Background: an optimization exercise with open tools, aiming at small area. Do not read the settings as production practice.
Where RTL was checked, it was by simulation tests only, not by an equivalence proof against the original.
Function not checked in run 2: the RTL went through the layout flow alone.
Power figures rest on the tool's default switching activity, not on a simulated workload.

$ cat flow/run.sh
#!/bin/bash
# synth_recipe.tcl (not shown) runs the flow's synth.tcl, then flattens the netlist and writes it again
# the make line also repeats each setting of config.mk as NAME=value (left out here)
make -C /OpenROAD-flow-scripts/flow DESIGN_CONFIG=/design/flow/config.mk WORK_HOME=/design/flow/orfs CLKGATE_MAP_FILE= SYNTH_SCRIPT=/design/flow/synth_recipe.tcl finish
$ cat flow/config.mk
export PLATFORM = sky130hd
export DESIGN_NAME = top
export DESIGN_NICKNAME = top
export VERILOG_FILES = /design/flow/design.v
export SDC_FILE = /design/flow/constraint.sdc
export NUM_CORES = 4
export LEC_CHECK = 0
export CAP_MARGIN = 20
export CORE_MARGIN = 2
export CORE_UTILIZATION = 55
export SLEW_MARGIN = 20
$ cat flow/constraint.sdc
create_clock -name core_clock -period 20.0 [get_ports {clk}]
set_input_delay 4.0000 -clock core_clock [delete_from_list [all_inputs] [get_ports {clk}]]
set_output_delay 4.0000 -clock core_clock [all_outputs]
set_load 0.01 [all_outputs]
$ cat flow/design.v
module clk_rec_zerox #(
    parameter IN_WIDTH = 7,
    parameter OSR = 8
)(
    input  wire                       clk,
    input  wire                       rst,
    input  wire                       sample_en,
    input  wire                       enable,
    input  wire signed [IN_WIDTH-1:0] diff_phase_in,
    output reg symbol_sample_tick,
    output reg out_bit
);
    reg signed [IN_WIDTH-1:0] sample_previous;
    reg [3:0] sample_counter;
    reg sample_valid;
    always @(posedge clk) begin
        if (!rst) begin
            sample_previous <= 0;
            sample_valid <= 0;
        end else if (sample_en) begin
            sample_previous <= diff_phase_in;
            sample_valid <= 1;
        end
    end
    localparam IDLE = 2'b00, SP_cross = 2'b01, SP_wait = 2'b10, SP_out = 2'b11;
    reg [1:0] state, next_state;
    always @(posedge clk)
        state <= (!rst) ? IDLE : next_state;
    always @(posedge clk) begin
        if (!rst) begin
            next_state <= IDLE;
        end else if (sample_en) begin
            case (state)
                IDLE:     next_state <= (enable && sample_valid &&
                                         (diff_phase_in[IN_WIDTH-1] != sample_previous[IN_WIDTH-1])) ? SP_cross : IDLE;
                SP_cross: next_state <= SP_wait;
                SP_wait:  next_state <= (sample_counter == OSR-1) ? SP_out : SP_wait;
                default:  next_state <= SP_wait;
            endcase
        end
    end
    always @(posedge clk) begin
        if (!rst) begin
            sample_counter <= OSR >> 1;
        end else if (sample_en) begin
            case (state)
                IDLE:     if (enable) sample_counter <= (sample_counter == OSR) ? 4'd1 : sample_counter + 4'd1;
                SP_cross: sample_counter <= (OSR >> 1) + 1;
                SP_wait:  sample_counter <= sample_counter + 4'd1;
                default:  sample_counter <= 4'd1;
            endcase
        end
    end
    always @(posedge clk) begin
        if (!rst) begin
            out_bit <= 1'b0;
            symbol_sample_tick <= 1'b0;
        end else if (sample_en) begin
            symbol_sample_tick <= (sample_counter == OSR-1) ? 1'b1 : 1'b0;
            out_bit <= (symbol_sample_tick) ? (((diff_phase_in + sample_previous) >>> 1) > 0) : out_bit;
        end
    end
endmodule
module varicode_lut (
    input enable,
    input [9:0] varicode, 
    output reg [7:0] ascii  
);
    always @(*) begin
        if(enable==1) begin
        case(varicode)
            10'b1:          ascii = 8'h20;
            10'b111111111:  ascii = 8'h21; 
            10'b101011111:  ascii = 8'h22; 
            10'b111110101:  ascii = 8'h23; 
            10'b111011011:  ascii = 8'h24; 
            10'b1011010101: ascii = 8'h25; 
            10'b1010111011: ascii = 8'h26; 
            10'b101111111:  ascii = 8'h27; 
            10'b11111011:   ascii = 8'h28; 
            10'b11110111:   ascii = 8'h29; 
            10'b101101111:  ascii = 8'h2a; 
            10'b111011111:  ascii = 8'h2b; 
            10'b1110101:    ascii = 8'h2c; 
            10'b110101:     ascii = 8'h2d; 
            10'b1010111:    ascii = 8'h2e; 
            10'b110101111:  ascii = 8'h2f; 
            10'b10110111:   ascii = 8'h30; 
            10'b10111101:   ascii = 8'h31; 
            10'b11101101:   ascii = 8'h32; 
            10'b11111111:   ascii = 8'h33; 
            10'b101110111:  ascii = 8'h34; 
            10'b101011011:  ascii = 8'h35; 
            10'b101101011:  ascii = 8'h36; 
            10'b110101101:  ascii = 8'h37; 
            10'b110101011:  ascii = 8'h38; 
            10'b110110111:  ascii = 8'h39; 
            10'b11110101:   ascii = 8'h3a; 
            10'b110111101:  ascii = 8'h3b; 
            10'b111101101:  ascii = 8'h3c; 
            10'b1010101:    ascii = 8'h3d;
            10'b111010111:  ascii = 8'h3e;
            10'b1010101111: ascii = 8'h3f;
            10'b1010111101: ascii = 8'h40;
            10'b1111101:    ascii = 8'h41;
            10'b11101011:   ascii = 8'h42;
            10'b10101101:   ascii = 8'h43;
            10'b10110101:   ascii = 8'h44;
            10'b1110111:    ascii = 8'h45;
            10'b11011011:   ascii = 8'h46;
            10'b11111101:   ascii = 8'h47;
            10'b101010101:  ascii = 8'h48;
            10'b1111111:    ascii = 8'h49;
            10'b111111101:  ascii = 8'h4a;
            10'b101111101:  ascii = 8'h4b;
            10'b11010111:   ascii = 8'h4c;
            10'b10111011:   ascii = 8'h4d;
            10'b11011101:   ascii = 8'h4e;
            10'b10101011:   ascii = 8'h4f;
            10'b11010101:   ascii = 8'h50;
            10'b111011101:  ascii = 8'h51;
            10'b10101111:   ascii = 8'h52;
            10'b1101111:    ascii = 8'h53;
            10'b1101101:    ascii = 8'h54;
            10'b101010111:  ascii = 8'h55;
            10'b110110101:  ascii = 8'h56;
            10'b101011101:  ascii = 8'h57;
            10'b101110101:  ascii = 8'h58;
            10'b101111011:  ascii = 8'h59;
            10'b1010101101: ascii = 8'h5a;
            10'b111110111:  ascii = 8'h5b;
            10'b111101111:  ascii = 8'h5c;
            10'b111111011:  ascii = 8'h5d;
            10'b1010111111: ascii = 8'h5e;
            10'b101101101:  ascii = 8'h5f;
            10'b1011011111: ascii = 8'h60;
            10'b1011:       ascii = 8'h61;
            10'b1011111:    ascii = 8'h62;
            10'b101111:     ascii = 8'h63;
            10'b101101:     ascii = 8'h64;
            10'b11:         ascii = 8'h65;
            10'b111101:     ascii = 8'h66;
            10'b1011011:    ascii = 8'h67;
            10'b101011:     ascii = 8'h68;
            10'b1101:       ascii = 8'h69;
            10'b111101011:  ascii = 8'h6a;
            10'b10111111:   ascii = 8'h6b;
            10'b11011:      ascii = 8'h6c;
            10'b111011:     ascii = 8'h6d;
            10'b1111:       ascii = 8'h6e;
            10'b111:        ascii = 8'h6f;
            10'b111111:     ascii = 8'h70;
            10'b110111111:  ascii = 8'h71;
            10'b10101:      ascii = 8'h72;
            10'b10111:      ascii = 8'h73;
            10'b101:        ascii = 8'h74;
            10'b110111:     ascii = 8'h75;
            10'b1111011:    ascii = 8'h76;
            10'b1101011:    ascii = 8'h77;
            10'b11011111:   ascii = 8'h78;
            10'b1011101:    ascii = 8'h79;
            10'b111010101:  ascii = 8'h7a;
            10'b1010110111: ascii = 8'h7b;
            10'b110111011:  ascii = 8'h7c;
            10'b1010110101: ascii = 8'h7d;
            10'b1011010111: ascii = 8'h7e;
            10'b1110110101: ascii = 8'h7f;
            default:        ascii = 8'h00;   
        endcase
        end
        else begin
            ascii = 8'h00; 
        end
    end
endmodule
module varicode_decoder (
    input wire clk,
    input wire rst,
    input wire sample_en,
    input wire bit_in,
    input wire bit_valid,
    output wire [7:0] char_out,
    output reg char_valid
);
    reg [11:0] shift_reg;
    reg [3:0] bit_count;
    reg [9:0] varicode;
    varicode_lut u_varicode_lut (
        .enable   (char_valid),
        .varicode (varicode),
        .ascii    (char_out)
    );
    localparam IDLE = 3'b000, RECV = 3'b001, END_CHECK = 3'b010, DECODE = 3'b011;
    reg [2:0] state;
    wire step = bit_valid && sample_en;
    always @(posedge clk or negedge rst) begin
        if (!rst) begin
            state <= IDLE;
        end else if (step) begin
            case (state)
                IDLE:      state <= ((shift_reg[1:0] == 2'b00) && (bit_in != 0)) ? RECV : IDLE;
                RECV:      state <= bit_in ? RECV : END_CHECK;
                END_CHECK: state <= bit_in ? RECV : DECODE;
                DECODE:    state <= bit_in ? RECV : IDLE;
                default:   state <= IDLE;
            endcase
        end
    end
    always @(posedge clk) begin
        if (!rst) shift_reg <= 12'hfff;
        else if (step) shift_reg <= {shift_reg[10:0], bit_in};
    end
    always @(posedge clk) begin
        if (!rst) begin
            bit_count <= 0;
            varicode <= 10'b0;
            char_valid <= 0;
        end else if (step) begin
            case (state)
                IDLE: begin
                    bit_count <= 0;
                    char_valid <= 0;
                end
                RECV, END_CHECK: begin
                    bit_count <= bit_count + 4'd1;
                    char_valid <= 0;
                end
                DECODE: begin
                    case (bit_count - 4'd1)
                        4'd1: varicode <= {9'd0, shift_reg[2]};
                        4'd2: varicode <= {8'd0, shift_reg[3:2]};
                        4'd3: varicode <= {7'd0, shift_reg[4:2]};
                        4'd4: varicode <= {6'd0, shift_reg[5:2]};
                        4'd5: varicode <= {5'd0, shift_reg[6:2]};
                        4'd6: varicode <= {4'd0, shift_reg[7:2]};
                        4'd7: varicode <= {3'd0, shift_reg[8:2]};
                        4'd8: varicode <= {2'd0, shift_reg[9:2]};
                        4'd9: varicode <= {1'd0, shift_reg[10:2]};
                        4'd10: varicode <= shift_reg[11:2];
                        default: varicode <= 10'd0;
                    endcase
                    bit_count <= 0;
                    char_valid <= 1;
                end
                default: begin
                    bit_count <= 0;
                    varicode <= 10'b0;
                end
            endcase
        end
    end
endmodule
module top (
    input  clk,
    input  rst,
    input  en,
    input  signed [7:0] adc_in,
    output wire [7:0] char_out,
    output wire char_valid,
    output wire signed [15:0] I_out,
    output wire signed [15:0] Q_out,
    output wire sweep_done,
    output wire signed [6:0] freq,
    output wire bit_tick,
    output wire bit_out
);
    reg [4:0] c20;
    reg [5:0] c40;
    reg [3:0] c10;
    reg en20, en800, en8000;
    wire w20 = (c20 == 5'd19);
    wire w40 = (c40 == 6'd39);
    wire w10 = (c10 == 4'd9);
    always @(posedge clk or negedge rst) begin
        if (!rst) begin
            c20 <= 0; c40 <= 0; c10 <= 0;
            en20 <= 0; en800 <= 0; en8000 <= 0;
        end else begin
            c20 <= w20 ? 5'd0 : c20 + 5'd1;
            if (w20) c40 <= w40 ? 6'd0 : c40 + 6'd1;
            if (w20 && w40) c10 <= w10 ? 4'd0 : c10 + 4'd1;
            en20   <= w20;
            en800  <= w20 && w40;
            en8000 <= w20 && w40 && w10;
        end
    end
    wire fhead = (c10 == 4'd0) && (c40 == 6'd0);
    wire f_mac = (c10 == 4'd0) && (c40 == 6'd1) && (c20 == 5'd11);    
    localparam IDLE = 3'd1, START_SWEEP = 3'd2, ACCUMULATE = 3'd3, NEXT_FREQ = 3'd4,
               DONE_SWEEP = 3'd5, START_MIXING = 3'd6, MIXING = 3'd7;
    reg [2:0] st;
    reg [5:0] scount;
    reg [3:0] sidx, bcode, ccode;
    reg [32:0] eacc, ebest;
    reg sflag, sdone;
    reg [27:0] mag;
    wire cvalid;
    function [15:0] sweep_steps(input [3:0] idx);
        case (idx)
            4'd0: sweep_steps = 16'd4386;
            4'd1: sweep_steps = 16'd4410;
            4'd2: sweep_steps = 16'd4432;
            4'd3: sweep_steps = 16'd4454;
            4'd4: sweep_steps = 16'd4476;
            4'd5: sweep_steps = 16'd4500;
            4'd6: sweep_steps = 16'd4522;
            4'd7: sweep_steps = 16'd4546;
            4'd8: sweep_steps = 16'd4568;
            4'd9: sweep_steps = 16'd4590;
            4'd10: sweep_steps = 16'd4612;
            default: sweep_steps = 16'd0;
        endcase
    endfunction
    always @(posedge clk or negedge rst) begin
        if (!rst) st <= IDLE;
        else if (en20) begin
            case (st)
                IDLE:         st <= START_SWEEP;
                START_SWEEP:  st <= ACCUMULATE;
                ACCUMULATE:   st <= (scount == 6'd50) ? NEXT_FREQ : ACCUMULATE;
                NEXT_FREQ:    st <= (sidx == 4'd10) ? DONE_SWEEP : START_SWEEP;
                DONE_SWEEP:   st <= START_MIXING;
                START_MIXING: st <= MIXING;
                MIXING:       st <= MIXING;
                default:      st <= IDLE;
            endcase
        end
    end
    always @(posedge clk) begin
        if (st == IDLE) begin
            scount <= 0; eacc <= 0; sidx <= 0; ebest <= 0;
            bcode <= 4'd15; ccode <= 4'd15; sflag <= 0; sdone <= 0;
        end else if (st == ACCUMULATE && cvalid) begin
            scount <= scount + 6'd1;
            eacc   <= eacc + mag;
            ccode  <= sidx;
            sflag  <= 0; sdone <= 0;
        end else if (st == ACCUMULATE && en20) begin
            sflag  <= 0; sdone <= 0;
        end else if (st == NEXT_FREQ && en20) begin
            if (eacc > ebest) begin
                ebest <= eacc;
                bcode <= sidx;
            end
            ccode <= sidx;
            sflag <= 1; sdone <= 0;
        end else if (st == START_SWEEP && en20) begin
            scount <= 0;
            sidx   <= sidx + 4'd1;
            eacc   <= 0;
            ccode  <= sidx;
            sflag  <= 0; sdone <= 0;
        end else if (st == DONE_SWEEP && en20) begin
            scount <= 0;
            sidx   <= 0;
            ccode  <= bcode;
            sflag  <= 0; sdone <= 1;
        end
    end
    assign sweep_done = sdone;
    reg [3:0] ds;
    always @(posedge clk or negedge rst) begin
        if (!rst) ds <= 4'd0;
        else if (ds == 4'd10) ds <= sflag ? 4'd11 : 4'd1;
        else if (ds == 4'd11) ds <= 4'd1;
        else ds <= ds + 4'd1;
    end
    wire ds_done = (ds == 4'd10);
    wire ds_load = (ds == 4'd0) || (ds == 4'd10) || (ds == 4'd11);
    reg [15:0] pacc;
    wire [15:0] fword = sweep_steps(ccode);
    always @(posedge clk or negedge rst) begin
        if (!rst) pacc <= 16'd0;
        else if (ds == 4'd11) pacc <= 16'd0;
        else if (ds_done) pacc <= pacc + fword;
        else if (pacc > 16'd36000) pacc <= pacc - 16'd36000;
    end
    reg [15:0] cang;
    reg ssign, csign;
    always @(*) begin
        if (pacc <= 16'd9000) begin
            cang = pacc; ssign = 1'b0; csign = 1'b0;
        end else if (pacc <= 16'd18000) begin
            cang = 16'd18000 - pacc; ssign = 1'b0; csign = 1'b1;
        end else if (pacc <= 16'd27000) begin
            cang = pacc - 16'd18000; ssign = 1'b1; csign = 1'b1;
        end else begin
            cang = 16'd36000 - pacc; ssign = 1'b1; csign = 1'b0;
        end
    end
    reg [23:0] dz;
    reg [7:0] dd;
    reg [23:0] za;
    always @(*) begin
        case (ds[2:0])
            3'd1: za = 24'd1152000;
            3'd2: za = 24'd680075;
            3'd3: za = 24'd359325;
            3'd4: za = 24'd182400;
            3'd5: za = 24'd91550;
            3'd6: za = 24'd45825;
            3'd7: za = 24'd22925;
            default: za = 24'd11450;
        endcase
    end
    always @(posedge clk) begin
        if (ds_load) dz <= {cang, 8'd0};
        else begin
            dz <= dz[23] ? dz + za : dz - za;
            if (ds <= 4'd8) dd <= {dd[6:0], dz[23]};
        end
    end
    reg [15:0] xy;
    always @(*) begin
        case (dd)
      8'd0: xy = 16'hef62;
      8'd1: xy = 16'hf162;
      8'd2: xy = 16'hf263;
      8'd3: xy = 16'hf463;
      8'd4: xy = 16'hf563;
      8'd5: xy = 16'hf763;
      8'd6: xy = 16'hf863;
      8'd7: xy = 16'hfa63;
      8'd8: xy = 16'hfc63;
      8'd9: xy = 16'hfd63;
      8'd10: xy = 16'hff63;
      8'd11: xy = 16'h0063;
      8'd12: xy = 16'h0263;
      8'd13: xy = 16'h0363;
      8'd14: xy = 16'h0563;
      8'd15: xy = 16'h0663;
      8'd16: xy = 16'h0863;
      8'd17: xy = 16'h0963;
      8'd18: xy = 16'h0b63;
      8'd19: xy = 16'h0d63;
      8'd20: xy = 16'h0e62;
      8'd21: xy = 16'h1062;
      8'd22: xy = 16'h1162;
      8'd23: xy = 16'h1362;
      8'd24: xy = 16'h1461;
      8'd25: xy = 16'h1661;
      8'd26: xy = 16'h1761;
      8'd27: xy = 16'h1960;
      8'd28: xy = 16'h1a60;
      8'd29: xy = 16'h1c5f;
      8'd30: xy = 16'h1d5f;
      8'd31: xy = 16'h1f5e;
      8'd32: xy = 16'h1f5e;
      8'd33: xy = 16'h215e;
      8'd34: xy = 16'h225d;
      8'd35: xy = 16'h245d;
      8'd36: xy = 16'h255c;
      8'd37: xy = 16'h275b;
      8'd38: xy = 16'h285b;
      8'd39: xy = 16'h2a5a;
      8'd40: xy = 16'h2b5a;
      8'd41: xy = 16'h2c59;
      8'd42: xy = 16'h2e58;
      8'd43: xy = 16'h2f57;
      8'd44: xy = 16'h3157;
      8'd45: xy = 16'h3256;
      8'd46: xy = 16'h3355;
      8'd47: xy = 16'h3554;
      8'd48: xy = 16'h3653;
      8'd49: xy = 16'h3753;
      8'd50: xy = 16'h3852;
      8'd51: xy = 16'h3a51;
      8'd52: xy = 16'h3b50;
      8'd53: xy = 16'h3c4f;
      8'd54: xy = 16'h3d4e;
      8'd55: xy = 16'h3f4d;
      8'd56: xy = 16'h404c;
      8'd57: xy = 16'h414b;
      8'd58: xy = 16'h424a;
      8'd59: xy = 16'h4349;
      8'd60: xy = 16'h4448;
      8'd61: xy = 16'h4647;
      8'd62: xy = 16'h4746;
      8'd63: xy = 16'h4845;
      8'd64: xy = 16'h4548;
      8'd65: xy = 16'h4647;
      8'd66: xy = 16'h4746;
      8'd67: xy = 16'h4844;
      8'd68: xy = 16'h4943;
      8'd69: xy = 16'h4a42;
      8'd70: xy = 16'h4b41;
      8'd71: xy = 16'h4c40;
      8'd72: xy = 16'h4d3f;
      8'd73: xy = 16'h4e3d;
      8'd74: xy = 16'h4f3c;
      8'd75: xy = 16'h503b;
      8'd76: xy = 16'h513a;
      8'd77: xy = 16'h5238;
      8'd78: xy = 16'h5337;
      8'd79: xy = 16'h5336;
      8'd80: xy = 16'h5435;
      8'd81: xy = 16'h5533;
      8'd82: xy = 16'h5632;
      8'd83: xy = 16'h5731;
      8'd84: xy = 16'h572f;
      8'd85: xy = 16'h582e;
      8'd86: xy = 16'h592c;
      8'd87: xy = 16'h5a2b;
      8'd88: xy = 16'h5a2a;
      8'd89: xy = 16'h5b28;
      8'd90: xy = 16'h5b27;
      8'd91: xy = 16'h5c25;
      8'd92: xy = 16'h5d24;
      8'd93: xy = 16'h5d22;
      8'd94: xy = 16'h5e21;
      8'd95: xy = 16'h5e1f;
      8'd96: xy = 16'h5e1f;
      8'd97: xy = 16'h5f1d;
      8'd98: xy = 16'h5f1c;
      8'd99: xy = 16'h601a;
      8'd100: xy = 16'h6019;
      8'd101: xy = 16'h6117;
      8'd102: xy = 16'h6116;
      8'd103: xy = 16'h6114;
      8'd104: xy = 16'h6213;
      8'd105: xy = 16'h6211;
      8'd106: xy = 16'h6210;
      8'd107: xy = 16'h620e;
      8'd108: xy = 16'h630d;
      8'd109: xy = 16'h630b;
      8'd110: xy = 16'h6309;
      8'd111: xy = 16'h6308;
      8'd112: xy = 16'h6306;
      8'd113: xy = 16'h6305;
      8'd114: xy = 16'h6303;
      8'd115: xy = 16'h6302;
      8'd116: xy = 16'h6300;
      8'd117: xy = 16'h63ff;
      8'd118: xy = 16'h63fd;
      8'd119: xy = 16'h63fc;
      8'd120: xy = 16'h63fa;
      8'd121: xy = 16'h63f8;
      8'd122: xy = 16'h63f7;
      8'd123: xy = 16'h63f5;
      8'd124: xy = 16'h63f4;
      8'd125: xy = 16'h63f2;
      8'd126: xy = 16'h62f1;
      8'd127: xy = 16'h62ef;
      8'd128: xy = 16'h6210;
      8'd129: xy = 16'h620e;
      8'd130: xy = 16'h630d;
      8'd131: xy = 16'h630b;
      8'd132: xy = 16'h630a;
      8'd133: xy = 16'h6308;
      8'd134: xy = 16'h6307;
      8'd135: xy = 16'h6305;
      8'd136: xy = 16'h6303;
      8'd137: xy = 16'h6302;
      8'd138: xy = 16'h6300;
      8'd139: xy = 16'h63ff;
      8'd140: xy = 16'h63fd;
      8'd141: xy = 16'h63fc;
      8'd142: xy = 16'h63fa;
      8'd143: xy = 16'h63f9;
      8'd144: xy = 16'h63f7;
      8'd145: xy = 16'h63f6;
      8'd146: xy = 16'h63f4;
      8'd147: xy = 16'h63f2;
      8'd148: xy = 16'h62f1;
      8'd149: xy = 16'h62ef;
      8'd150: xy = 16'h62ee;
      8'd151: xy = 16'h62ec;
      8'd152: xy = 16'h61eb;
      8'd153: xy = 16'h61e9;
      8'd154: xy = 16'h61e8;
      8'd155: xy = 16'h60e6;
      8'd156: xy = 16'h60e5;
      8'd157: xy = 16'h5fe3;
      8'd158: xy = 16'h5fe2;
      8'd159: xy = 16'h5ee0;
      8'd160: xy = 16'h5ee0;
      8'd161: xy = 16'h5ede;
      8'd162: xy = 16'h5ddd;
      8'd163: xy = 16'h5ddb;
      8'd164: xy = 16'h5cda;
      8'd165: xy = 16'h5bd8;
      8'd166: xy = 16'h5bd7;
      8'd167: xy = 16'h5ad5;
      8'd168: xy = 16'h5ad4;
      8'd169: xy = 16'h59d3;
      8'd170: xy = 16'h58d1;
      8'd171: xy = 16'h57d0;
      8'd172: xy = 16'h57ce;
      8'd173: xy = 16'h56cd;
      8'd174: xy = 16'h55cc;
      8'd175: xy = 16'h54ca;
      8'd176: xy = 16'h53c9;
      8'd177: xy = 16'h53c8;
      8'd178: xy = 16'h52c7;
      8'd179: xy = 16'h51c5;
      8'd180: xy = 16'h50c4;
      8'd181: xy = 16'h4fc3;
      8'd182: xy = 16'h4ec2;
      8'd183: xy = 16'h4dc0;
      8'd184: xy = 16'h4cbf;
      8'd185: xy = 16'h4bbe;
      8'd186: xy = 16'h4abd;
      8'd187: xy = 16'h49bc;
      8'd188: xy = 16'h48bb;
      8'd189: xy = 16'h47b9;
      8'd190: xy = 16'h46b8;
      8'd191: xy = 16'h45b7;
      8'd192: xy = 16'h48ba;
      8'd193: xy = 16'h47b9;
      8'd194: xy = 16'h46b8;
      8'd195: xy = 16'h44b7;
      8'd196: xy = 16'h43b6;
      8'd197: xy = 16'h42b5;
      8'd198: xy = 16'h41b4;
      8'd199: xy = 16'h40b3;
      8'd200: xy = 16'h3fb2;
      8'd201: xy = 16'h3db1;
      8'd202: xy = 16'h3cb0;
      8'd203: xy = 16'h3baf;
      8'd204: xy = 16'h3aae;
      8'd205: xy = 16'h38ad;
      8'd206: xy = 16'h37ac;
      8'd207: xy = 16'h36ac;
      8'd208: xy = 16'h35ab;
      8'd209: xy = 16'h33aa;
      8'd210: xy = 16'h32a9;
      8'd211: xy = 16'h31a8;
      8'd212: xy = 16'h2fa8;
      8'd213: xy = 16'h2ea7;
      8'd214: xy = 16'h2ca6;
      8'd215: xy = 16'h2ba5;
      8'd216: xy = 16'h2aa5;
      8'd217: xy = 16'h28a4;
      8'd218: xy = 16'h27a4;
      8'd219: xy = 16'h25a3;
      8'd220: xy = 16'h24a2;
      8'd221: xy = 16'h22a2;
      8'd222: xy = 16'h21a1;
      8'd223: xy = 16'h1fa1;
      8'd224: xy = 16'h1fa1;
      8'd225: xy = 16'h1da0;
      8'd226: xy = 16'h1ca0;
      8'd227: xy = 16'h1a9f;
      8'd228: xy = 16'h199f;
      8'd229: xy = 16'h179e;
      8'd230: xy = 16'h169e;
      8'd231: xy = 16'h149e;
      8'd232: xy = 16'h139d;
      8'd233: xy = 16'h119d;
      8'd234: xy = 16'h109d;
      8'd235: xy = 16'h0e9d;
      8'd236: xy = 16'h0d9c;
      8'd237: xy = 16'h0b9c;
      8'd238: xy = 16'h099c;
      8'd239: xy = 16'h089c;
      8'd240: xy = 16'h069c;
      8'd241: xy = 16'h059c;
      8'd242: xy = 16'h039c;
      8'd243: xy = 16'h029c;
      8'd244: xy = 16'h009c;
      8'd245: xy = 16'hff9c;
      8'd246: xy = 16'hfd9c;
      8'd247: xy = 16'hfc9c;
      8'd248: xy = 16'hfa9c;
      8'd249: xy = 16'hf89c;
      8'd250: xy = 16'hf79c;
      8'd251: xy = 16'hf59c;
      8'd252: xy = 16'hf49c;
      8'd253: xy = 16'hf29c;
      8'd254: xy = 16'hf19d;
      8'd255: xy = 16'hef9d;
        endcase
    end
    wire [7:0] lx = xy[15:8];
    wire [7:0] ly = xy[7:0];
    reg signed [7:0] nsin, cosr;    
    always @(posedge clk) begin
        if (ds_done) begin
            nsin <= ssign ? ly : 8'd0 - ly;
            cosr <= csign ? 8'd0 - lx : lx;
        end
    end
    wire signed [15:0] I_mix = adc_in * cosr;
    wire signed [15:0] Q_mix = adc_in * nsin;
    reg [1:0] enr;
    reg [7:0] dcnt;
    reg dvalid, cvalid_r;
    wire de = en20 && enr[1] && (dcnt == 8'd199);
    always @(posedge clk or negedge rst) begin
        if (!rst) begin
            enr <= 0; dcnt <= 0; dvalid <= 0; cvalid_r <= 0;
        end else begin
            if (en20) enr <= {enr[0], en};
            if (en20 && enr[1]) dcnt <= (dcnt == 8'd199) ? 8'd0 : dcnt + 8'd1;
            dvalid   <= de;
            cvalid_r <= dvalid;
        end
    end
    assign cvalid = cvalid_r;
    wire [15:0] combI, combQ;
    cic_ch u_cic_I (.clk(clk), .rst(rst), .int0_en(en20 && en), .int1_en(en20 && enr[0]),
                    .enr0(enr[0]), .de(de), .din(I_mix), .dout(combI));
    cic_ch u_cic_Q (.clk(clk), .rst(rst), .int0_en(en20 && en), .int1_en(en20 && enr[0]),
                    .enr0(enr[0]), .de(de), .din(Q_mix), .dout(combQ));
    wire ins = en && en8000;       
    reg [3:0] rho, wptr;
    reg [4:0] nval;
    reg insf;
    reg [15:0] holdI, holdQ;
    reg [255:0] ringI, ringQ;
    wire wr = insf && (rho == wptr);
    always @(posedge clk or negedge rst) begin
        if (!rst) begin
            rho <= 0; wptr <= 0; nval <= 0; insf <= 0;
        end else begin
            rho <= rho + 4'd1;
            if (ins) begin
                insf <= 1'b1;
                if (nval != 5'd16) nval <= nval + 5'd1;
            end else if (wr) begin
                insf <= 1'b0;
                wptr <= wptr - 4'd1;
            end
        end
    end
    always @(posedge clk) begin
        if (ins) begin
            holdI <= combI;
            holdQ <= combQ;
        end
        ringI <= {ringI[239:0], wr ? holdI : ringI[255:240]};
        ringQ <= {ringQ[239:0], wr ? holdQ : ringQ[255:240]};
    end
    wire [15:0] tapI = ringI[255:240];
    wire [15:0] tapQ = ringQ[255:240];
    wire [3:0] jl = rho - wptr - 4'd1;
    wire jv = ({1'b0, jl} < nval);
    reg [12:0] hc;
    always @(*) begin
        case (jl)
            4'd0, 4'd15: hc = 13'd173;
            4'd1, 4'd14: hc = 13'd288;
            4'd2, 4'd13: hc = 13'd548;
            4'd3, 4'd12: hc = 13'd1001;
            4'd4, 4'd11: hc = 13'd1691;
            4'd5, 4'd10: hc = 13'd2633;
            4'd6, 4'd9:  hc = 13'd3787;
            default:     hc = 13'd5053;
        endcase
    end
    reg [30:0] acc;
    reg [1:0] mph;       
    reg [3:0] pb;
    reg mtog;
    reg [13:0] Inext, Qnext, Iout, Qout;
    wire hb = hc[pb];
    wire [15:0] tap = mph[0] ? tapQ : tapI;
    wire [13:0] mop = mtog ? Qnext : Inext;
    wire mbit = mop[pb];
    reg [30:0] term;
    reg [30:0] abase;
    always @(*) begin
        term = 31'd0;
        abase = acc;
        if (mph[1] == 1'b0) begin
            if (hb && jv) term = {{15{tap[15]}}, tap};
            if (rho == 4'd0) abase = (pb == 4'd12) ? 31'd0 : {acc[29:0], 1'b0};
        end else begin
            if (mbit) term = (pb == 4'd13) ? 31'd0 - {{17{mop[13]}}, mop} : {{17{mop[13]}}, mop};
            if (!mtog) abase = {acc[29:0], 1'b0};
        end
    end
    wire [30:0] asum = abase + term;
    always @(posedge clk or negedge rst) begin
        if (!rst) begin
            mph <= 2'd3; pb <= 0; mtog <= 0;
        end else if (f_mac) begin
            mph <= 2'd0; pb <= 4'd12; mtog <= 0;
        end else if (mph[1] == 1'b0) begin
            if (rho == 4'd15) begin
                if (pb == 4'd0) begin
                    mph <= mph + 2'd1;
                    pb  <= mph[0] ? 4'd14 : 4'd12;
                end else pb <= pb - 4'd1;
            end
        end else if (mph == 2'd2) begin
            if (pb == 4'd14) begin
                pb <= 4'd13; mtog <= 0;
            end else begin
                mtog <= ~mtog;
                if (mtog) begin
                    if (pb == 4'd0) mph <= 2'd3;
                    else pb <= pb - 4'd1;
                end
            end
        end
    end
    always @(posedge clk) begin
        if (mph[1] == 1'b0) begin
            acc <= asum;
            if (mph[0] && pb == 4'd12 && rho == 4'd0) Inext <= acc[30:17];
        end else if (mph == 2'd2) begin
            if (pb == 4'd14) begin
                Qnext <= acc[30:17];
                acc <= 31'd0;
            end else acc <= asum;
        end
    end
    always @(posedge clk) begin
        if (!rst) begin
            Iout <= 0; Qout <= 0; mag <= 0;
        end else if (ins) begin
            Iout <= Inext; Qout <= Qnext; mag <= acc[27:0];
        end
    end
    assign I_out = {{2{Iout[13]}}, Iout};
    assign Q_out = {{2{Qout[13]}}, Qout};
    reg  [8:0] aref;
    reg signed [15:0] xnew, ynew;
    always @(*) begin
        case ({I_out[15], Q_out[15]})
            2'b00: begin xnew = I_out;  ynew = Q_out;  aref = 9'd0;   end
            2'b10: begin xnew = Q_out;  ynew = -I_out; aref = 9'd90;  end
            2'b11: begin xnew = -I_out; ynew = -Q_out; aref = 9'd180; end
            default: begin xnew = -Q_out; ynew = I_out; aref = 9'd270; end
        endcase
    end
    reg signed [15:0] vx, vy;
    reg [15:0] vz;
    wire [2:0] vi = c20[2:0] - 3'd2;
    wire vload = fhead && (c20 == 5'd1);
    wire vrun  = fhead && (c20 >= 5'd2) && (c20 <= 5'd8);
    reg [15:0] va;
    always @(*) begin
        case (vi)
            3'd0: va = 16'd11520;
            3'd1: va = 16'd6800;
            3'd2: va = 16'd3593;
            3'd3: va = 16'd1824;
            3'd4: va = 16'd915;
            3'd5: va = 16'd458;
            default: va = 16'd229;
        endcase
    end
    wire signed [15:0] vys = vy >>> vi;
    wire signed [15:0] vxs = vx >>> vi;
    always @(posedge clk) begin
        if (vload) begin
            vx <= xnew; vy <= ynew; vz <= 16'd0;
        end else if (vrun) begin
            if (!vy[15]) begin
                vx <= vx + vys; vy <= vy - vxs; vz <= vz + va;
            end else begin
                vx <= vx - vys; vy <= vy + vxs; vz <= vz - va;
            end
        end
    end
    reg [3:0] actc;
    always @(posedge clk or negedge rst) begin
        if (!rst) actc <= 0;
        else if (en800 && sdone && actc != 4'd9) actc <= actc + 4'd1;
    end
    reg [15:0] aabs;
    always @(*) begin
        case (actc)
            4'd0, 4'd1: aabs = 16'd0;
            4'd2: aabs = 16'd229;
            4'd3: aabs = 16'd687;
            4'd4: aabs = 16'd1602;
            4'd5: aabs = 16'd3426;
            4'd6: aabs = 16'd7019;
            4'd7: aabs = 16'd13819;
            4'd8: aabs = 16'd25339;
            default: aabs = vz;
        endcase
    end
    wire [8:0] cphase = aabs[15] ? aref : aabs[15:8] + aref;
    reg [8:0] prev_phase;
    reg signed [6:0] freq_origin;
    always @(posedge clk) begin
        if (!rst) begin
            freq_origin <= 0;
            prev_phase  <= 0;
        end else if (en8000 && sdone) begin
            if (({cphase[8], cphase[7]} == 2'b00) && (prev_phase[8] == 1))
                freq_origin <= (cphase - prev_phase) + 360;
            else if ((cphase[8] == 1) && ({prev_phase[8], prev_phase[7]} == 2'b00))
                freq_origin <= (cphase - prev_phase) - 360;
            else
                freq_origin <= cphase - prev_phase;
            prev_phase <= cphase;
        end
    end
    assign freq = freq_origin;
    clk_rec_zerox u_clk_rec_zerox (
        .clk(clk), .rst(rst), .sample_en(en8000), .enable(sdone),
        .diff_phase_in(freq_origin), .symbol_sample_tick(bit_tick), .out_bit(bit_out));
    varicode_decoder u_varicode_decoder (
        .clk(clk), .rst(rst), .sample_en(en8000), .bit_in(bit_out), .bit_valid(bit_tick),
        .char_out(char_out), .char_valid(char_valid));
endmodule
module cic_ch (
    input clk,
    input rst,
    input int0_en,
    input int1_en,
    input enr0,
    input de,
    input signed [15:0] din,
    output wire [15:0] dout
);
    reg [30:0] int0, facc, fprev;
    reg [15:0] h1, h2, dreg;
    wire [30:0] gk = facc - fprev;
    always @(posedge clk or negedge rst) begin
        if (!rst) begin
            int0 <= 0; facc <= 0; fprev <= 0; h1 <= 0; h2 <= 0; dreg <= 0;
        end else begin
            if (int0_en) int0 <= int0 + {{15{din[15]}}, din};
            if (de) begin
                fprev <= facc;
                h1 <= gk[30:15];
                h2 <= h1;
                dreg <= h2;
                facc <= enr0 ? int0 : 31'd0;
            end else if (int1_en) begin
                facc <= facc + int0;
            end
        end
    end
    assign dout = dreg;
endmodule
==> results.toml, run 1 <==
[status]
status = "complete, no violations"

[route]
wirelength_um = 169000
routedLengthMet1_um = 78000
drtIter0Drc = 3830
wl_met3_um = 5830
postRouteAntennaNets = 0
firstDrtPassIters = 6
routed_via_density = 5.70
vias = 54400
drc = 0
top_layer = "met5"
avgRoutedWirePerCell_um = 17.7
dr_wl_met2_um = 80100

[clock_tree]
clk_path_buf_depth = 3
cts-root-buf = "clkbuf_16"
clock_sinks = 1289
htreeDepth = 4
cts_resized = 0
insertion_delay_ps = 790
post_cts_buffers = 0
cts_hold_buf = 0
cts_tree = "yes"
clk_pin_slew_worst_paths_ps = 70
cts_buffers = 138

[critical_path]
reg2reg_slack_ps = 12390
cp-end-kind = "flop"
path_class = "in -> reg"
max_stage_delay_ps = 860
endpoint = "u_cic_I.int0[30]"
cp.required_ps = 20710
worstReg2RegStart = "cosr[3]"
start_kind = "input pin"
crit_top_cell = "a21o_1"
arrival_ps = 11710
crit_path_top_delay_cell = "clkdlybuf4s50_1"
crit_start = "adc_in[1]"
crit_fanout = 16
r2r-end = "u_cic_I.int0[30]"
r2r_cells = 28

[yosys]
synth_area_per_cell_um2 = 9.13
synthCells = 7794
yosysTopAreaCellShare_pct = 22.0
synthFlopType = "dfxtp_1"
synth.most_common_cell = "nand2_1"
synth_largest_area_cell = "dfxtp_1"
synthTopCellsByCount = "nand2_1 (950), dfxtp_1 (781), nor2_1 (547), ha_1 (529), o21ai_0 (524)"
synth_area_mm2 = 0.0711
yosysSeqAreaShare_pct = 40.9
synthesis.nets = 8459
synthArstFlopShare_pct = 28.0
synth_area_leaders = "dfxtp_1 (22%), dfrtp_1 (13%), ha_1 (9.3%)"
ys_ff_latch = 1289
synth_edf_count = 147
ys_types = 99
yosysWarnings = 5

[place]
place_congestion = 0.916
port-buffer-count = 60
dp_slack_ps = 8140
hpwlAfterDp_um = 121000
place_area_mm2 = 0.0730
placed_cells = 9292

[cells_and_area]
n_antenna_cell = 0
drive_gt1_share_pct = 5.44
finalNonFillerCells = 9544
syn2layout_area_growth_pct = 9.62
reg_top3 = "ringI (256), ringQ (256)"
design_area_mm2 = 0.0780
nFillCells = 11100
fin_nets = 8368

[die]
rows = 131
core_mm2 = 0.128
start_util_pct = 55.6
dieArea_mm2 = 0.132
dieWidth_um = 364
die_y_um = 364
ios = 62

[global_route]
grt_usage_pct = 25.6
grt_max_degree = 172
grt_overflow = 0
first_global_vias = 52600
grt_pass1_wl_um = 277000
antenna_found_initial = 1

[sta]
fin_ws_ps = 9000
fin_crit_ps = 11000
worst_pin_slew_ps = 977
setup_viol = 0
final.setup_skew_ps = 51.5
relSlewSlack_pct = 33.2
fmax_ghz = 0.0909
post-route-period-util_pct = 55.0
rsz0062_at_grt = "false"
finalSetupTns_ps = 0
slew_viol_final = 0
hold_viol = 0

[power_and_ir_drop]
cellLeakagePower_nw = 34.3
peakVddDrop_mv = 0.152
finalPower_mw = 8.40
p_per_area_mw_per_mm2 = 108

[job]
max_cap_violations = 0

[min_path]
worstHoldPathType = "reg -> reg"
whs_path_depth = 0
[cells in the final DEF, fill, tap and decap left out, drive strengths merged, types with 41 or more instances in the layout]
master and instances:
a31oi 63, o211ai 49, xor2 153, ha 529
clkdlybuf4s50 59, dfrtp 358, or3 44, nand2b 61
a22oi 57, mux2i 134, nor3 164, o21bai 62
nor2b 91, nand2 950, o22ai 53, a22o 51
nand4 45, inv 504, nor2 547, nand3 180
dfxtp 781, edfxtp 147, a21boi 87, and3 41
fa 125, a21oi 514, xnor2 269, and2 136
a21o 189, mux2 54, a211oi 55, o31ai 42
o21ai 537, buf 58, clkbuf 199
[worst min path at each step]
stage | start | end
after detailed placement | ringI[182] | ringI[198]
final | ringI[89] | ringI[105]
after global placement | ringI[33] | ringI[49]
after global routing | ringI[94] | ringI[110]
after CTS | ringQ[95] | ringQ[111]
after floorplan | ringI[84] | ringI[100]
[logic make-up (layout without fill, tap and decap cells)]
group	after synthesis	count (layout)	synth area share [%]
compound gates	2017	2017	18.0
xor+xnor	423	423	5.24
fa+ha+maj	655	655	12.8
buf+inv	846	867	4.56
flops	1289	1289	40.9
mux	211	211	3.47
other cells	1	1	0.00527
simple gates	2352	2352	15.0
[worst max-delay path: cells and delay by family]
kind                     cells  cell delay (ps)
AND/OR/NAND/NOR              4              710
buffers and inverters        5             1350
AO/OA/AOI/OAI               12             2280
XOR/XNOR                     2              430
adder cells (fa/ha/maj)      6             2920
[per-stage QoR]
stage	utilization, %	hold slack (ps)
floorplan	-	310
global placement	57.1	310
detailed placement	57.1	312
CTS	60.9	308
global route	60.9	312
finish	60.9	310
[per-layer routing]
metal	up-vias	track usage, %
met5	-	0
met4	2	8.61
met3	292	3.16
met2	1064	43.1
met1	26000	34.1
li1	27100	-
[report_power, final]
| group | internal, mW | switching, mW | leakage, nW | total [mW] |
|---|---|---|---|---|
| sequential | 2.69 | 0.106 | 12.6 | 2.80 |
| clock | 1.56 | 1.11 | 2.37 | 2.67 |
| combinational | 1.30 | 1.63 | 19.3 | 2.93 |
| total | 5.56 | 2.85 | 34.3 | 8.40 |
[area by class of cell]
cell class                      instances  area [um^2]  area share [%]
Multi-Input combinational cell       5659        38900            49.9
Sequential cell                      1289        29100            37.3
Clock buffer                          199         4070            5.22
Tap cell                             1729         2160            2.77
Inverter                              498         1880            2.41
Timing Repair Buffer                  117         1040            1.33
Clock inverter                         53          837            1.07
==> inputs of run 2 (changes only) <==
--- a/flow/design.v
+++ b/flow/design.v
@@ -377,35 +377,43 @@
     end
-    reg [15:0] cang;
-    reg ssign, csign;
-    always @(*) begin
-        if (pacc <= 16'd9000) begin
-            cang = pacc; ssign = 1'b0; csign = 1'b0;
-        end else if (pacc <= 16'd18000) begin
-            cang = 16'd18000 - pacc; ssign = 1'b0; csign = 1'b1;
-        end else if (pacc <= 16'd27000) begin
-            cang = pacc - 16'd18000; ssign = 1'b1; csign = 1'b1;
-        end else begin
-            cang = 16'd36000 - pacc; ssign = 1'b1; csign = 1'b0;
-        end
-    end
+    wire q_le1 = (pacc <= 16'd9000);
+    wire q_le2 = (pacc <= 16'd18000);
+    wire q_le3 = (pacc <= 16'd27000);
+    wire ssign = !q_le2;
+    wire csign = !q_le1 && q_le3;
     reg [23:0] dz;
     reg [7:0] dd;
-    reg [23:0] za;
+    reg [1:0] qd;
+    reg [23:0] zk;
+    reg inva, invb;
     always @(*) begin
-        case (ds[2:0])
-            3'd1: za = 24'd1152000;
-            3'd2: za = 24'd680075;
-            3'd3: za = 24'd359325;
-            3'd4: za = 24'd182400;
-            3'd5: za = 24'd91550;
-            3'd6: za = 24'd45825;
-            3'd7: za = 24'd22925;
-            default: za = 24'd11450;
-        endcase
+        inva = 1'b0; invb = 1'b0;
+        if (ds == 4'd1) begin
+            case (qd)
+                2'd0: zk = 24'd0;
+                2'd1: begin zk = 24'd4608000; inva = 1'b1; end
+                2'd2: begin zk = 24'd4608000; invb = 1'b1; end
+                default: begin zk = 24'd9216000; inva = 1'b1; end
+            endcase
+        end else begin
+            case (ds[2:0])
+                3'd2: zk = 24'd1152000;
+                3'd3: zk = 24'd680075;
+                3'd4: zk = 24'd359325;
+                3'd5: zk = 24'd182400;
+                3'd6: zk = 24'd91550;
+                3'd7: zk = 24'd45825;
+                3'd0: zk = 24'd22925;
+                default: zk = 24'd11450;
+            endcase
+            invb = ~dz[23];
+        end
     end
+    wire [23:0] dz_n = (dz ^ {24{inva}}) + (zk ^ {24{invb}}) + {23'd0, inva | invb};
     always @(posedge clk) begin
-        if (ds_load) dz <= {cang, 8'd0};
-        else begin
-            dz <= dz[23] ? dz + za : dz - za;
-            if (ds <= 4'd8) dd <= {dd[6:0], dz[23]};
+        if (ds_load) begin
+            dz <= {pacc, 8'd0};
+            qd <= q_le1 ? 2'd0 : q_le2 ? 2'd1 : q_le3 ? 2'd2 : 2'd3;
+        end else begin
+            dz <= dz_n;
+            if (ds >= 4'd2 && ds <= 4'd9) dd <= {dd[6:0], dz[23]};
         end
@@ -675,11 +683,12 @@
     wire [7:0] ly = xy[7:0];
-    reg signed [7:0] nsin, cosr;    
+    reg signed [7:0] nsin, cosr;
+    reg done_d, ssign_d;
     always @(posedge clk) begin
+        done_d <= ds_done;
         if (ds_done) begin
-            nsin <= ssign ? ly : 8'd0 - ly;
+            ssign_d <= ssign;
             cosr <= csign ? 8'd0 - lx : lx;
         end
+        if (done_d) nsin <= ssign_d ? ly : 8'd0 - ly;
     end
-    wire signed [15:0] I_mix = adc_in * cosr;
-    wire signed [15:0] Q_mix = adc_in * nsin;
     reg [1:0] enr;
@@ -699,9 +708,39 @@
     assign cvalid = cvalid_r;
-    wire [15:0] combI, combQ;
-    cic_ch u_cic_I (.clk(clk), .rst(rst), .int0_en(en20 && en), .int1_en(en20 && enr[0]),
-                    .enr0(enr[0]), .de(de), .din(I_mix), .dout(combI));
-    cic_ch u_cic_Q (.clk(clk), .rst(rst), .int0_en(en20 && en), .int1_en(en20 && enr[0]),
-                    .enr0(enr[0]), .de(de), .din(Q_mix), .dout(combQ));
+    reg tick_d;
+    reg en_d, enr0_d, de_d;
+    reg signed [7:0] adc_d;
+    always @(posedge clk or negedge rst) begin
+        if (!rst) tick_d <= 1'b0;
+        else tick_d <= en20;
+    end
+    always @(posedge clk) begin
+        en_d <= en; enr0_d <= enr[0]; de_d <= de; adc_d <= adc_in;
+    end
+    wire u_int0 = en20 ? en : (tick_d && en_d);
+    wire u_int1 = en20 ? enr[0] : (tick_d && enr0_d);
+    wire u_de   = en20 ? de : (tick_d && de_d);
+    wire signed [7:0] m_a = en20 ? adc_in : adc_d;
+    wire signed [7:0] m_b = en20 ? cosr : nsin;
+    wire signed [15:0] mix = m_a * m_b;
+    reg zr_d;
+    always @(posedge clk) zr_d <= ~rst;
+    wire zr = ~rst | zr_d;
+    reg [30:0] int0_0, int0_1, facc_0, facc_1, fprev_0, fprev_1;
+    reg [15:0] h1_0, h1_1, h2_0, h2_1, dreg_0, dreg_1;
+    wire [30:0] gk = facc_0 - fprev_0;
+    wire [30:0] int0_n = (zr ? 31'd0 : int0_0) + (u_int0 ? {{15{mix[15]}}, mix} : 31'd0);
+    wire [30:0] facc_n = ((u_de | zr) ? 31'd0 : facc_0) + (u_int1 ? int0_0 : 31'd0);
+    always @(posedge clk) begin
+        int0_0 <= int0_1;  int0_1 <= int0_n;
+        facc_0 <= facc_1;  facc_1 <= facc_n;
+        fprev_0 <= fprev_1; fprev_1 <= zr ? 31'd0 : u_de ? facc_0 : fprev_0;
+        h1_0 <= h1_1;      h1_1 <= zr ? 16'd0 : u_de ? gk[30:15] : h1_0;
+        h2_0 <= h2_1;      h2_1 <= zr ? 16'd0 : u_de ? h1_0 : h2_0;
+        dreg_0 <= dreg_1;  dreg_1 <= zr ? 16'd0 : u_de ? h2_0 : dreg_0;
+    end
+    wire [15:0] combI = dreg_0;
+    wire [15:0] combQ = dreg_1;
     wire ins = en && en8000;       
-    reg [3:0] rho, wptr;
+    reg [3:0] wptr;
+    wire [3:0] rho = c20[3:0] + {c40[1:0], 2'b00};
     reg [4:0] nval;
@@ -713,5 +752,4 @@
         if (!rst) begin
-            rho <= 0; wptr <= 0; nval <= 0; insf <= 0;
+            wptr <= 0; nval <= 0; insf <= 0;
         end else begin
-            rho <= rho + 4'd1;
             if (ins) begin
@@ -761,2 +799,3 @@
     reg [30:0] abase;
+    reg tneg;
     always @(*) begin
@@ -764,2 +803,3 @@
         abase = acc;
+        tneg = 1'b0;
         if (mph[1] == 1'b0) begin
@@ -768,3 +808,4 @@
         end else begin
-            if (mbit) term = (pb == 4'd13) ? 31'd0 - {{17{mop[13]}}, mop} : {{17{mop[13]}}, mop};
+            if (mbit) term = {{17{mop[13]}}, mop};
+            tneg = mbit && (pb == 4'd13);
             if (!mtog) abase = {acc[29:0], 1'b0};
@@ -772,3 +813,3 @@
     end
-    wire [30:0] asum = abase + term;
+    wire [30:0] asum = abase + (term ^ {31{tneg}}) + {30'd0, tneg};
     always @(posedge clk or negedge rst) begin
@@ -817,41 +858,191 @@
     assign Q_out = {{2{Qout[13]}}, Qout};
-    reg  [8:0] aref;
-    reg signed [15:0] xnew, ynew;
+    reg [8:0] aref;
     always @(*) begin
         case ({I_out[15], Q_out[15]})
-            2'b00: begin xnew = I_out;  ynew = Q_out;  aref = 9'd0;   end
-            2'b10: begin xnew = Q_out;  ynew = -I_out; aref = 9'd90;  end
-            2'b11: begin xnew = -I_out; ynew = -Q_out; aref = 9'd180; end
-            default: begin xnew = -Q_out; ynew = I_out; aref = 9'd270; end
+            2'b00: aref = 9'd0;
+            2'b10: aref = 9'd90;
+            2'b11: aref = 9'd180;
+            default: aref = 9'd270;
         endcase
     end
-    reg signed [15:0] vx, vy;
-    reg [15:0] vz;
-    wire [2:0] vi = c20[2:0] - 3'd2;
-    wire vload = fhead && (c20 == 5'd1);
-    wire vrun  = fhead && (c20 >= 5'd2) && (c20 <= 5'd8);
-    reg [15:0] va;
+    wire vload = fhead && (c20 == 5'd15);
+    reg [15:0] X, Y;
+    reg [3:0] vp;
+    reg cx, cy, vs;
+    reg [6:0] dv;
+    wire [2:0] vi = vp[2:0] - 3'd1;
+    wire [3:0] lim = 4'd15 - rho;
+    wire [3:0] tpos = ({1'b0, vi} < lim) ? {1'b0, vi} : lim;
+    wire xt = X[tpos];
+    wire yt = Y[tpos];
+    wire k0 = (rho == 4'd0);
+    wire vs_n = k0 ? ~Y[15] : vs;
+    reg xa, xb, xc0, ya, yb, yc0;
     always @(*) begin
-        case (vi)
-            3'd0: va = 16'd11520;
-            3'd1: va = 16'd6800;
-            3'd2: va = 16'd3593;
-            3'd3: va = 16'd1824;
-            3'd4: va = 16'd915;
-            3'd5: va = 16'd458;
-            default: va = 16'd229;
-        endcase
+        if (vp == 4'd0) begin
+            xb = 1'b0; yb = 1'b0;
+            case ({Iout[13], Qout[13]})
+                2'b00: begin xa = X[0];  xc0 = 1'b0; ya = Y[0];  yc0 = 1'b0; end
+                2'b10: begin xa = Y[0];  xc0 = 1'b0; ya = ~X[0]; yc0 = 1'b1; end
+                2'b11: begin xa = ~X[0]; xc0 = 1'b1; ya = ~Y[0]; yc0 = 1'b1; end
+                default: begin xa = ~Y[0]; xc0 = 1'b1; ya = X[0]; yc0 = 1'b0; end
+            endcase
+        end else begin
+            xa = X[0]; xb = vs_n ? yt : ~yt; xc0 = ~vs_n;
+            ya = Y[0]; yb = vs_n ? ~xt : xt; yc0 = vs_n;
+        end
     end
-    wire signed [15:0] vys = vy >>> vi;
-    wire signed [15:0] vxs = vx >>> vi;
+    wire xci = k0 ? xc0 : cx;
+    wire yci = k0 ? yc0 : cy;
+    wire xs = xa ^ xb ^ xci;
+    wire ys = ya ^ yb ^ yci;
     always @(posedge clk) begin
         if (vload) begin
-            vx <= xnew; vy <= ynew; vz <= 16'd0;
-        end else if (vrun) begin
-            if (!vy[15]) begin
-                vx <= vx + vys; vy <= vy - vxs; vz <= vz + va;
-            end else begin
-                vx <= vx - vys; vy <= vy + vxs; vz <= vz - va;
-            end
+            X <= I_out; Y <= Q_out;
+        end else begin
+            X <= {xs, X[15:1]};
+            Y <= {ys, Y[15:1]};
         end
+        cx <= (xa & xb) | (xa & xci) | (xb & xci);
+        cy <= (ya & yb) | (ya & yci) | (yb & yci);
+        vs <= vs_n;
+        if (k0 && vp != 4'd0 && vp[3] == 1'b0) dv <= {dv[5:0], ~Y[15]};
+    end
+    always @(posedge clk or negedge rst) begin
+        if (!rst) vp <= 4'd8;
+        else if (vload) vp <= 4'd0;
+        else if (rho == 4'd15 && vp[3] == 1'b0) vp <= vp + 4'd1;
+    end
+    reg [8:0] zl;
+    always @(*) begin
+        case (dv)
+            7'd0: zl = 9'h19d;
+            7'd1: zl = 9'h19e;
+            7'd2: zl = 9'h1a0;
+            7'd3: zl = 9'h1a2;
+            7'd4: zl = 9'h1a4;
+            7'd5: zl = 9'h1a5;
+            7'd6: zl = 9'h1a7;
+            7'd7: zl = 9'h1a9;
+            7'd8: zl = 9'h1ab;
+            7'd9: zl = 9'h1ad;
+            7'd10: zl = 9'h1ae;
+            7'd11: zl = 9'h1b0;
+            7'd12: zl = 9'h1b2;
+            7'd13: zl = 9'h1b4;
+            7'd14: zl = 9'h1b5;
+            7'd15: zl = 9'h1b7;
+            7'd16: zl = 9'h1b9;
+            7'd17: zl = 9'h1ba;
+            7'd18: zl = 9'h1bc;
+            7'd19: zl = 9'h1be;
+            7'd20: zl = 9'h1c0;
+            7'd21: zl = 9'h1c2;
+            7'd22: zl = 9'h1c3;
+            7'd23: zl = 9'h1c5;
+            7'd24: zl = 9'h1c7;
+            7'd25: zl = 9'h1c9;
+            7'd26: zl = 9'h1ca;
+            7'd27: zl = 9'h1cc;
+            7'd28: zl = 9'h1ce;
+            7'd29: zl = 9'h1d0;
+            7'd30: zl = 9'h1d2;
+            7'd31: zl = 9'h1d3;
+            7'd32: zl = 9'h1d2;
+            7'd33: zl = 9'h1d3;
+            7'd34: zl = 9'h1d5;
+            7'd35: zl = 9'h1d7;
+            7'd36: zl = 9'h1d9;
+            7'd37: zl = 9'h1db;
+            7'd38: zl = 9'h1dc;
+            7'd39: zl = 9'h1de;
+            7'd40: zl = 9'h1e0;
+            7'd41: zl = 9'h1e2;
+            7'd42: zl = 9'h1e3;
+            7'd43: zl = 9'h1e5;
+            7'd44: zl = 9'h1e7;
+            7'd45: zl = 9'h1e9;
+            7'd46: zl = 9'h1eb;
+            7'd47: zl = 9'h1ec;
+            7'd48: zl = 9'h1ee;
+            7'd49: zl = 9'h1f0;
+            7'd50: zl = 9'h1f1;
+            7'd51: zl = 9'h1f3;
+            7'd52: zl = 9'h1f5;
+            7'd53: zl = 9'h1f7;
+            7'd54: zl = 9'h1f8;
+            7'd55: zl = 9'h1fa;
+            7'd56: zl = 9'h1fc;
+            7'd57: zl = 9'h1fe;
+            7'd58: zl = 9'h000;
+            7'd59: zl = 9'h001;
+            7'd60: zl = 9'h003;
+            7'd61: zl = 9'h005;
+            7'd62: zl = 9'h007;
+            7'd63: zl = 9'h008;
+            7'd64: zl = 9'h1f7;
+            7'd65: zl = 9'h1f8;
+            7'd66: zl = 9'h1fa;
+            7'd67: zl = 9'h1fc;
+            7'd68: zl = 9'h1fe;
+            7'd69: zl = 9'h1ff;
+            7'd70: zl = 9'h001;
+            7'd71: zl = 9'h003;
+            7'd72: zl = 9'h005;
+            7'd73: zl = 9'h007;
+            7'd74: zl = 9'h008;
+            7'd75: zl = 9'h00a;
+            7'd76: zl = 9'h00c;
+            7'd77: zl = 9'h00e;
+            7'd78: zl = 9'h00f;
+            7'd79: zl = 9'h011;
+            7'd80: zl = 9'h013;
+            7'd81: zl = 9'h014;
+            7'd82: zl = 9'h016;
+            7'd83: zl = 9'h018;
+            7'd84: zl = 9'h01a;
+            7'd85: zl = 9'h01c;
+            7'd86: zl = 9'h01d;
+            7'd87: zl = 9'h01f;
+            7'd88: zl = 9'h021;
+            7'd89: zl = 9'h023;
+            7'd90: zl = 9'h024;
+            7'd91: zl = 9'h026;
+            7'd92: zl = 9'h028;
+            7'd93: zl = 9'h02a;
+            7'd94: zl = 9'h02c;
+            7'd95: zl = 9'h02d;
+            7'd96: zl = 9'h02c;
+            7'd97: zl = 9'h02d;
+            7'd98: zl = 9'h02f;
+            7'd99: zl = 9'h031;
+            7'd100: zl = 9'h033;
+            7'd101: zl = 9'h035;
+            7'd102: zl = 9'h036;
+            7'd103: zl = 9'h038;
+            7'd104: zl = 9'h03a;
+            7'd105: zl = 9'h03c;
+            7'd106: zl = 9'h03d;
+            7'd107: zl = 9'h03f;
+            7'd108: zl = 9'h041;
+            7'd109: zl = 9'h043;
+            7'd110: zl = 9'h045;
+            7'd111: zl = 9'h046;
+            7'd112: zl = 9'h048;
+            7'd113: zl = 9'h04a;
+            7'd114: zl = 9'h04b;
+            7'd115: zl = 9'h04d;
+            7'd116: zl = 9'h04f;
+            7'd117: zl = 9'h051;
+            7'd118: zl = 9'h052;
+            7'd119: zl = 9'h054;
+            7'd120: zl = 9'h056;
+            7'd121: zl = 9'h058;
+            7'd122: zl = 9'h05a;
+            7'd123: zl = 9'h05b;
+            7'd124: zl = 9'h05d;
+            7'd125: zl = 9'h05f;
+            7'd126: zl = 9'h061;
+            7'd127: zl = 9'h062;
+        endcase
     end
@@ -862,17 +1053,16 @@
     end
-    reg [15:0] aabs;
+    reg [8:0] aabs;    
     always @(*) begin
         case (actc)
-            4'd0, 4'd1: aabs = 16'd0;
-            4'd2: aabs = 16'd229;
-            4'd3: aabs = 16'd687;
-            4'd4: aabs = 16'd1602;
-            4'd5: aabs = 16'd3426;
-            4'd6: aabs = 16'd7019;
-            4'd7: aabs = 16'd13819;
-            4'd8: aabs = 16'd25339;
-            default: aabs = vz;
+            4'd0, 4'd1, 4'd2: aabs = 9'd0;
+            4'd3: aabs = 9'd2;
+            4'd4: aabs = 9'd6;
+            4'd5: aabs = 9'd13;
+            4'd6: aabs = 9'd27;
+            4'd7: aabs = 9'd53;
+            4'd8: aabs = 9'd98;
+            default: aabs = zl;
         endcase
     end
-    wire [8:0] cphase = aabs[15] ? aref : aabs[15:8] + aref;
+    wire [8:0] cphase = aabs[8] ? aref : aabs[7:0] + aref;
     reg [8:0] prev_phase;
@@ -901,32 +1091 @@
 endmodule
-module cic_ch (
-    input clk,
-    input rst,
-    input int0_en,
-    input int1_en,
-    input enr0,
-    input de,
-    input signed [15:0] din,
-    output wire [15:0] dout
-);
-    reg [30:0] int0, facc, fprev;
-    reg [15:0] h1, h2, dreg;
-    wire [30:0] gk = facc - fprev;
-    always @(posedge clk or negedge rst) begin
-        if (!rst) begin
-            int0 <= 0; facc <= 0; fprev <= 0; h1 <= 0; h2 <= 0; dreg <= 0;
-        end else begin
-            if (int0_en) int0 <= int0 + {{15{din[15]}}, din};
-            if (de) begin
-                fprev <= facc;
-                h1 <= gk[30:15];
-                h2 <= h1;
-                dreg <= h2;
-                facc <= enr0 ? int0 : 31'd0;
-            end else if (int1_en) begin
-                facc <= facc + int0;
-            end
-        end
-    end
-    assign dout = dreg;
-endmodule
--- a/flow/config.mk
+++ b/flow/config.mk
@@ -7,2 +7,3 @@
 export LEC_CHECK = 0
+export ABC_AREA = 1
 export CAP_MARGIN = 20
@@ -10,2 +11,4 @@
 export CORE_UTILIZATION = 55
+export CTS_BUF_LIST = sky130_fd_sc_hd__clkbuf_4
+export CTS_CLUSTER_SIZE = 20
 export SLEW_MARGIN = 20
==> run 2 against run 1 <==
Against the previous run: fmax up 13%; sequential cell count up 19; cell count down 9.5%; clock power down 16%; sequential power down 6%; total power down 42%; core utilization up 0.51 points; critical path type unchanged; largest power group is now registers; highest routed layer is now met4.
==> results.toml, run 2 <==
[sta]
final.setup_skew_ps = 138
post-route-period-util_pct = 48.7
rsz0062_at_grt = "false"
fin_crit_ps = 9750
worst_pin_slew_ps = 1010
finalSetupTns_ps = 0
fin_ws_ps = 10260
setup_viol = 0
relSlewSlack_pct = 30.6
fmax_ghz = 0.103
hold_viol = 0
slew_viol_final = 0

[global_route]
grt_max_degree = 107
grt_usage_pct = 24.8
antenna_found_initial = 3
grt_pass1_wl_um = 220000
grt_overflow = 0
first_global_vias = 44300

[yosys]
synth_area_leaders = "dfxtp_1 (38%), ha_1 (7.6%), edfxtp_1 (6.5%)"
synth_area_per_cell_um2 = 8.51
synthesis.nets = 7176
synth.most_common_cell = "dfxtp_1"
synth_largest_area_cell = "dfxtp_1"
yosysSeqAreaShare_pct = 48.5
synthTopCellsByCount = "dfxtp_1 (1103), nand2_1 (987), nor2_1 (847), inv_1 (830), o21ai_0 (529)"
synth_edf_count = 125
synthCells = 6746
synth_area_mm2 = 0.0574
yosysTopAreaCellShare_pct = 38.5
yosysWarnings = 4
ys_ff_latch = 1308
ys_types = 83
synthFlopType = "dfxtp_1"
synthArstFlopShare_pct = 6.12

[clock_tree]
insertion_delay_ps = 1230
htreeDepth = 5
clk_path_buf_depth = 4
cts_hold_buf = 0
clk_pin_slew_worst_paths_ps = 60
cts_tree = "yes"
cts-root-buf = "clkbuf_4"
cts_buffers = 345
clock_sinks = 1308
cts_resized = 0
post_cts_buffers = 0

[power_and_ir_drop]
p_seq_share_pct = 53.8
finalPower_mw = 4.91
pwr-share-comb_pct = 0.6
power_frac_clock_pct = 45.5
p_per_area_mw_per_mm2 = 77.3
cellLeakagePower_nw = 29.4
switching_share_pct = 21.4
p_int_mw = 3.86
p_switching_mw = 1.05
peakVddDrop_mv = 0.0612

[die]
ios = 62
dieArea_mm2 = 0.107
core_mm2 = 0.103
die_y_um = 327
dieWidth_um = 327
rows = 118
start_util_pct = 55.5

[cells_and_area]
fin_nets = 7433
syn2layout_area_growth_pct = 10.7
nFillCells = 9309
mostFrequentLayoutCell = "dfxtp_1"
reg_top3 = "ringI (256), ringQ (256)"
drive_gt1_share_pct = 9.78
layout_common_cells = "dfxtp_1 (1103), nand2_1 (985), nor2_1 (846), inv_1 (829), o21ai_0 (526)"

[place]
port-buffer-count = 60
hpwlAfterDp_um = 93700
dp_slack_ps = 9120
place_congestion = 0.921

[min_path]
worstHoldPathType = "reg -> reg"

[route]
firstDrtPassIters = 6
drtIter0Drc = 3146
wirelength_um = 132000
drc = 0
postRouteAntennaNets = 0
vias = 45300
routed_via_density = 5.24
avgRoutedWirePerCell_um = 15.3

[job]
max_cap_violations = 0

[critical_path]
path_class = "in -> reg"
cp-end-kind = "flop"
cp.required_ps = 21050
crit_fanout = 17
arrival_ps = 10790
start_kind = "input pin"

[status]
status = "complete, no violations"
-- run 2: stage by stage --
step | util [%] | hold slack (ps) | instances | area (um^2)
6_report | 61.4 | 267 | 8634 | 63600
5_1_grt | 61.4 | 233 | 8631 | 63600
4_1_cts | 61.4 | 250 | 8620 | 63500
3_5_place_dp | 57.3 | 312 | 8035 | 59300
3_3_place_gp | 57.3 | 309 | 8035 | 59300
2_1_floorplan | - | 310 | 6746 | 57400
-- run 2: logic make-up (layout without fill, tap and decap cells) --
| logic type | count (synthesis) | count (layout) | synth area share (%) |
|---|---|---|---|
| adder cells (fa/ha/maj) | 419 | 419 | 10.0 |
| AO/OA/AOI/OAI | 1437 | 1437 | 14.3 |
| flip-flops | 1308 | 1308 | 48.5 |
| other | 1 | 14 | 0.00653 |
| XOR/XNOR | 215 | 215 | 3.29 |
| multiplexers | 9 | 9 | 0.157 |
| AND/OR/NAND/NOR | 2314 | 2314 | 16.8 |
| buffers and inverters | 1043 | 1538 | 6.97 |
-- run 2: metal layers --
metal	GRT usage (%)	up-vias	share of wire, %
li1	-	23000	-
met1	33.6	20900	47
met2	40.2	1092	46
met3	4.11	237	4.5
met4	8.75	0	2.2
met5	0	-	0
-- run 2: cell type report --
type                       instances  area (um^2)  share of cell area (%)
multi-input combinational       4395        25600                    40.3
antenna                           13         32.5                  0.0512
tap                             1380         1730                    2.72
inverter                         859         3230                    5.08
clock buffer                     516         3870                    6.09
clock inverter                    69          372                   0.585
timing repair buffer              94          865                    1.36
sequential                      1308        27800                    43.8
-- run 2: critical path, cell delays in order --
cell and delay, ps:
clkdlybuf4s50_1 420, mux2i_1 560, nor2_1 220, fa_1 660, inv_1 150, fa_1 550, inv_1 50, fa_1 530
inv_1 60, fa_1 520, inv_1 40, ha_1 320, nand2_1 90, nor2_1 140, nand3_1 100, nand3_1 110
inv_1 40, nand2_1 50, nand3_1 340, inv_1 550, ha_1 280, inv_1 70, o21ai_0 240, inv_1 100
nand3_1 100, nand2_1 110, o21ai_0 210, xor2_1 170
-- run 2: path summary, 6_finish.rpt --
check	depth (start not counted)	from	slack [ps]	to
setup / recovery	28	adc_in[7]	10260	int0_1[23]
hold / removal	0	facc_1[15]	270	facc_0[15]
setup reg to reg	30	en20	12140	int0_1[23]
hold reg to reg	0	facc_1[15]	270	facc_0[15]
max in group asynchronous	2	rst	15700	st[2]
min in group asynchronous	1	rst	2940	en8000
-- run 2: power by group through the flow --
stage	Sequential, mW	Combinational (mW)	Clock (mW)
4_1_cts	2.64	0.0321	2.32
3_3_place_gp	2.70	0.0316	0
5_1_grt	2.64	0.0358	2.46
3_5_place_dp	2.70	0.0320	0
6_report	2.64	0.0316	2.24
2_1_floorplan	2.70	0.0187	0

[what the ideal ports hide]
The results above use ideal ports. As a check the final layouts listed here were re-extracted and re-timed, cells and wires unchanged.
Step 1, drivers: a clkbuf_16 drives clk and a buf_2 each remaining input, both assumed.
Step 2 adds t to the input delays and takes it off the output delays; t is the mean of the earliest and latest rising clock arrival at the registers after step 1. Input paths then give back, and output paths get back, about the clock's delay inside the block.
a / b / c = ideal / step 1 / step 2; a / b = the first two.
run	shift t [ns]	setup WS [ns]	worst setup path at the end	slew at the worst register clock pin (ns)	worst slew at a driven data input, ns
run 1	0.847	9.001 / 9.055 / 8.209	input to register	0.07 / 0.07	0.07
run 2	1.228	10.255 / 10.297 / 9.070	input to register	0.08 / 0.08	0.04
After both steps setup and hold are still met in every run listed. For run 2, which loses most, drivers alone change the setup slack by +0.042 ns; drivers and shift together by -1.185 ns.
